Background: an optimization exercise with open tools, aiming at small area, a short achievable clock period and few clock cycles. Do not read the settings as production practice.
RTL that was checked went through simulation tests only; none was proved equivalent to the original.

the reference run:
## sdiv_op
module sdiv_op #(parameter INPUTS = 2,
		parameter OUTPUTS = 1,
		parameter DATA_IN_SIZE = 32,
		parameter DATA_OUT_SIZE = 32)
		(
		input clk,
		input rst,
		input [INPUTS * (DATA_IN_SIZE)- 1 : 0]data_in_bus,
		input [INPUTS - 1 : 0]valid_in_bus,
		output [INPUTS - 1 : 0] ready_in_bus,
		output [OUTPUTS * (DATA_OUT_SIZE) - 1 : 0]data_out_bus,
		output [OUTPUTS - 1 : 0]valid_out_bus,
		input [OUTPUTS - 1 : 0] ready_out_bus
);
	localparam S_ACC = 2'd0, S_PRE = 2'd1, S_SHF = 2'd2, S_DIV = 2'd3;
	reg [1:0]  state;
	reg        neg;       
	reg [1:0]  got;       
	reg        ov;        
	reg [31:0] r;         
	reg [31:0] d;         
	reg [31:0] q;         
	reg [4:0]  cnt;
	reg        sa, sb;    
	function [4:0] msb;
		input [31:0] x;
		reg [15:0] v1; reg [15:0] p1;
		reg [7:0]  v2; reg [15:0] p2;
		reg [3:0]  v3; reg [11:0] p3;
		reg [1:0]  v4; reg [7:0]  p4;
		integer i;
		begin
			for (i = 0; i < 16; i = i + 1) begin
				v1[i] = x[2*i+1] | x[2*i];
				p1[i] = x[2*i+1];
			end
			for (i = 0; i < 8; i = i + 1) begin
				v2[i] = v1[2*i+1] | v1[2*i];
				p2[2*i +: 2] = v1[2*i+1] ? {1'b1, p1[2*i+1]} : {1'b0, p1[2*i]};
			end
			for (i = 0; i < 4; i = i + 1) begin
				v3[i] = v2[2*i+1] | v2[2*i];
				p3[3*i +: 3] = v2[2*i+1] ? {1'b1, p2[2*(2*i+1) +: 2]} : {1'b0, p2[2*(2*i) +: 2]};
			end
			for (i = 0; i < 2; i = i + 1) begin
				v4[i] = v3[2*i+1] | v3[2*i];
  ...
Size in the first run: ~110 flip-flops, roughly 100 I/O pins, about 11,000 sq um of cells after synthesis.
clock: 5.0 ns
lec_check: 0
cap_margin: 20
core_margin: 2
core_utilization: 45
place_density: 0.6
setup_slack_margin: 3.0
slew_margin: 20
run.sh (not shown) runs the stock make flow with config.mk's settings and CLKGATE_MAP_FILE= SYNTH_SCRIPT=/design/flow/synth_recipe.tcl, a recipe that flattens the netlist after the stock synthesis.
Having completed the whole flow, the reference run delivered a layout that passed the timing, design-rule and antenna checks.
Here is what was changed in the inputs of the trial run compared with the reference run.
# the reference run
export LEC_CHECK = 0
export CAP_MARGIN = 20
export CORE_MARGIN = 2
export CORE_UTILIZATION = 45
export PLACE_DENSITY = 0.6
export SETUP_SLACK_MARGIN = 3.0
export SLEW_MARGIN = 20
create_clock -name core_clock -period 5.0 [get_ports {clk}]
# the trial run
export LEC_CHECK = 0
export CAP_MARGIN = 20
export CORE_MARGIN = 2
export CORE_UTILIZATION = 45
export PLACE_DENSITY = 0.6
export SETUP_SLACK_MARGIN = 2.5
export SLEW_MARGIN = 20
create_clock -name core_clock -period 5.0 [get_ports {clk}]
- Diff the reference run -> the trial run | total length of routed met3 wires | decrease of about 56%
No run of this note included a check of the RTL's function; only the layout flow was run.

---

Another version of the RTL of sdiv_op (not shown whole).
For scale: roughly 1500 cells after synthesis, roughly 100 I/O pins, roughly 12000 µm² of cells after synthesis.
export LEC_CHECK = 0
export CAP_MARGIN = 20
export CORE_MARGIN = 2
export CORE_UTILIZATION = 65
export CTS_BUF_LIST = sky130_fd_sc_hd__clkbuf_4 sky130_fd_sc_hd__clkbuf_8
export PLACE_DENSITY = 0.75
export SETUP_SLACK_MARGIN = 2.7
export SLEW_MARGIN = 20
export SYNTH_HIERARCHICAL = 1
create_clock -name core_clock -period 5.0 [get_ports {clk}]
standard.sh (not shown) runs the stock make flow with config.mk's settings and CLKGATE_MAP_FILE= SYNTH_SCRIPT=/design/flow/synth_recipe.tcl, a recipe that flattens the netlist after the stock synthesis.
==> flow/flow/run.sh <==
#!/bin/bash
# The standard layout, with small plain buffers on the ports instead of the
# delay cells buffer_ports picks by default. Every port still gets a buffer.
set -euo pipefail
export BUFFER_PORTS_ARGS="-buffer_cell sky130_fd_sc_hd__buf_1"
bash standard.sh > standard.log 2>&1
Testbench counts at the start, summed over its fixed seeds: cycles 16,327.
==> next run, changes <==
--- a/flow/config.mk
+++ b/flow/config.mk
@@ -13 +13 @@
-export SETUP_SLACK_MARGIN = 2.7
+export SETUP_SLACK_MARGIN = 2.5
Outcome: The changed run finished with timing, DRC and antenna clean. Core utilization went down by 1.2 points. Register-to-register slack is worse by 0.20 ns. Clock-buffer cell count is unchanged.
==> next run, changes <==
--- a/flow/config.mk
+++ b/flow/config.mk
@@ -10 +10 @@
-export CORE_UTILIZATION = 65
+export CORE_UTILIZATION = 45
@@ -12,2 +12,2 @@
-export PLACE_DENSITY = 0.75
-export SETUP_SLACK_MARGIN = 2.5
+export PLACE_DENSITY = 0.6
+export SETUP_SLACK_MARGIN = 2.7
Effect: Via count falls by about 0.5%; core utilization drops by 19 points; setup slack is better by 0.18 ns; global-route usage went down by 10 points; wire length went up by 2.7%; register-to-register slack gains 0.18 ns; cell count rises by 8.7%.
==> next run, changes <==
--- a/flow/config.mk
+++ b/flow/config.mk
@@ -10 +10 @@
-export CORE_UTILIZATION = 45
+export CORE_UTILIZATION = 75
@@ -12 +12 @@
-export PLACE_DENSITY = 0.6
+export PLACE_DENSITY = 0.85
What happened:
- final area drops by 3.7%
- global-route usage climbs by 14 points
- final cell count drops by 8.2%
- worst setup slack gets worse by 0.10 ns
- area after synthesis stays the same
- core utilization climbs by 33 points
- critical path depth drops by 1
==> next run, changes <==
--- a/flow/config.mk
+++ b/flow/config.mk
@@ -10 +10 @@
-export CORE_UTILIZATION = 75
+export CORE_UTILIZATION = 65
@@ -12,2 +12,2 @@
-export PLACE_DENSITY = 0.85
-export SETUP_SLACK_MARGIN = 2.7
+export PLACE_DENSITY = 0.75
+export SETUP_SLACK_MARGIN = 2.8
After rerunning: The changed run completed without violations. Global-route usage went down by 4.1 points. Critical path depth fell by 3. Routed wire length rose by 3.0%. Core utilization goes down by 10 points. Non-clock buffer count came out higher by 28.

---

run A:
Another version of the RTL of sdiv_op (not shown whole).
Size in the first run: roughly 1500 cells after synthesis, ~100 I/O pins.
clock: 5.0 ns
lec_check: 0
cap_margin: 20
core_margin: 2
core_utilization: 55
cts_buf_list: sky130_fd_sc_hd__clkbuf_4 sky130_fd_sc_hd__clkbuf_8
place_density: 0.65
setup_slack_margin: 2.5
slew_margin: 20
synth_hierarchical: 1
Scripts as last shown in full above: flow/flow/run.sh
Testbench counts of run A, summed over its fixed seeds: cycles 16,327.
Edits applied to the flow inputs when going from run A to run B:
Settings: PLACE_DENSITY now 0.75, was 0.65; SETUP_SLACK_MARGIN now 2.4, was 2.5; CORE_UTILIZATION now 65, was 55.
## What came out
Run B ended with every stage complete and zero timing, DRC or antenna violations.
Run B -> run A: TritonCTS sink count delta 0, exact match
Of run A and run B, the run reporting the higher total vias in the final route was run B.
Sort run A and run B by required time reported for the critical path endpoint desc -> top: run A
Die area: run B < run A
Modified inputs, run C compared to run B
Settings: putting TNS_END_PERCENT at 10 where nothing was set; swapping 0.75 for 0.65 in PLACE_DENSITY; swapping 65 for 55 in CORE_UTILIZATION.
Results
Relative to run C, the following input files were edited for run D:
Settings: changing SETUP_SLACK_MARGIN from 2.4 to 2.7; removing TNS_END_PERCENT (formerly 10).
Taking run C as the reference, in run D final-layout clock-cell area share essentially unchanged, sequential share of layout area now smaller.
On total instance count after detailed placement, run C and run D are basically level.
Run D vs run C: global-route usage up
Diff run C..run D | clock-buffer cell count | unchanged
Run D reports a higher area overhead of the layout relative to synthesis than run C does.
Final cell utilization of the core, run C and run D, lower one = run C.
Looking at final area across both flows, run D is the weaker of the two, with run C ahead.
The run showing the greater global-route met2 utilization is run D.

---

Setup of xenon:
Another version of the RTL of sdiv_op (not shown whole).
Size in the first run: about 1500 cells after synthesis, roughly 100 I/O pins, roughly 13000 um^2 of cells after synthesis.
clock: 5.0 ns
lec_check: 0
cap_margin: 20
core_margin: 2
core_utilization: 65
cts_buf_list: sky130_fd_sc_hd__clkbuf_4 sky130_fd_sc_hd__clkbuf_8
place_density: 0.75
setup_slack_margin: 2.5
slew_margin: 20
synth_hierarchical: 1
Scripts as last shown in full above: flow/flow/run.sh
Testbench counts of xenon, summed over its fixed seeds: cycles 16,327.
The following lists how harbor was set up differently from xenon:
- SETUP_SLACK_MARGIN now 2.8, was 2.5
### Flow results
Re buffer levels on the longest clock path: no difference whatsoever between xenon and harbor. Compared with xenon, harbor shows number of global-route vias before repair higher by about 7%. harbor vs xenon: routed wire length up by more than 10%. Compared with xenon, harbor shows a higher wire length on met1. For xenon, the worst setup path startpoint was r[21], unlike harbor, where it was r[17]. Summary of harbor over xenon: largest fanout of any net on the critical path went down; worst setup slack saw an increase; antenna violation net count after detailed routing about even.
Input-level comparison between fjord and harbor:
- SETUP_SLACK_MARGIN now 2.4, was 2.8
Findings:
Run comparison: harbor endpoint of the worst setup timing path shr[0]; fjord endpoint of the worst setup timing path r[5]
Diff harbor -> fjord: non-clock buffer total of the final layout lost 59, number of non-clock inverters lost 1, highest clock rate lost 0.021 GHz, worst setup slack lost 130 ps, cell area reported after detailed placement neither gained nor lost much.
Wire length: lower on fjord
The following lists how quartz was set up differently from fjord:
- changing SETUP_SLACK_MARGIN from 2.4 to 2.6
==> run summary <==
- Of the two values seen for launch point of the critical path, d[31] was produced by quartz and d[16] by fjord.
- Going from fjord to quartz, final design utilization now larger, wire length now larger.
- Summary of quartz over fjord: total of fill cells in the finished design shows a reduction of 86, non-clock buffer count higher.
diff inputs: quartz => maple
- changing SETUP_SLACK_MARGIN from 2.6 to 2.7
### Flow results
maple vs quartz, setup slack went up by 49 ps. Relative to quartz, the final cell area reported for maple is higher. Compared with quartz, maple shows count of cell instances traversed by the critical path lower by 5. Looking at post-synthesis to final-layout area growth, maple sits 3.6 points above quartz. Sort maple and quartz by half-perimeter wire length of the detailed placement result asc -> top: maple. Row share of cell area taken by flip-flops and latches: maple lower / quartz higher.

static timing again, ports no longer ideal:
The flow's constraints put no driver on any port. The routed layouts listed below were extracted and timed again, unchanged, in two steps.
Step 1 sets driving cells, clkbuf_16 on the clock port and buf_2 on the other inputs (assumed; they add their load-dependent delay and slew).
Step 2 adds t to the input delays and takes it off the output delays; t is the mean of the earliest and latest rising clock arrival at the registers after step 1. Input paths then give back, and output paths get back, about the clock's delay inside the block.
Three values: ideal, step 1, step 2; two values: the first two.
run	t, ns	setup slack, ns	slew at the worst register clock pin (ns)
the reference run	0.419	1.646 / 1.646 / 1.310	0.10 / 0.10
the trial run	0.415	1.767 / 1.784 / 1.369	0.09 / 0.09
the first run of note 2	0.506	2.750 / 2.750 / 2.306	0.09 / 0.09
the second run of note 2	0.512	2.552 / 2.552 / 2.253	0.10 / 0.10
the third run of note 2	0.484	2.731 / 2.731 / 2.329	0.08 / 0.08
the fourth run of note 2	0.506	2.628 / 2.628 / 2.317	0.09 / 0.09
the fifth run of note 2	0.513	2.668 / 2.668 / 2.391	0.09 / 0.09
run A	0.499	2.454 / 2.454 / 2.264	0.10 / 0.10
run B	0.498	2.466 / 2.466 / 2.292	0.10 / 0.10
run C	0.496	2.382 / 2.382 / 2.274	0.10 / 0.10
run D	0.496	2.574 / 2.574 / 2.255	0.10 / 0.10
xenon	0.494	2.538 / 2.538 / 2.234	0.10 / 0.10
harbor	0.514	2.593 / 2.593 / 2.389	0.10 / 0.10
fjord	0.508	2.465 / 2.465 / 2.233	0.10 / 0.10
quartz	0.489	2.556 / 2.556 / 2.237	0.10 / 0.10
maple	0.514	2.605 / 2.605 / 2.284	0.11 / 0.11
After both steps setup and hold are still met in every run listed. For the first run of note 2, which loses most, drivers alone change the setup slack by 0.000 ns; drivers and shift together by -0.444 ns.
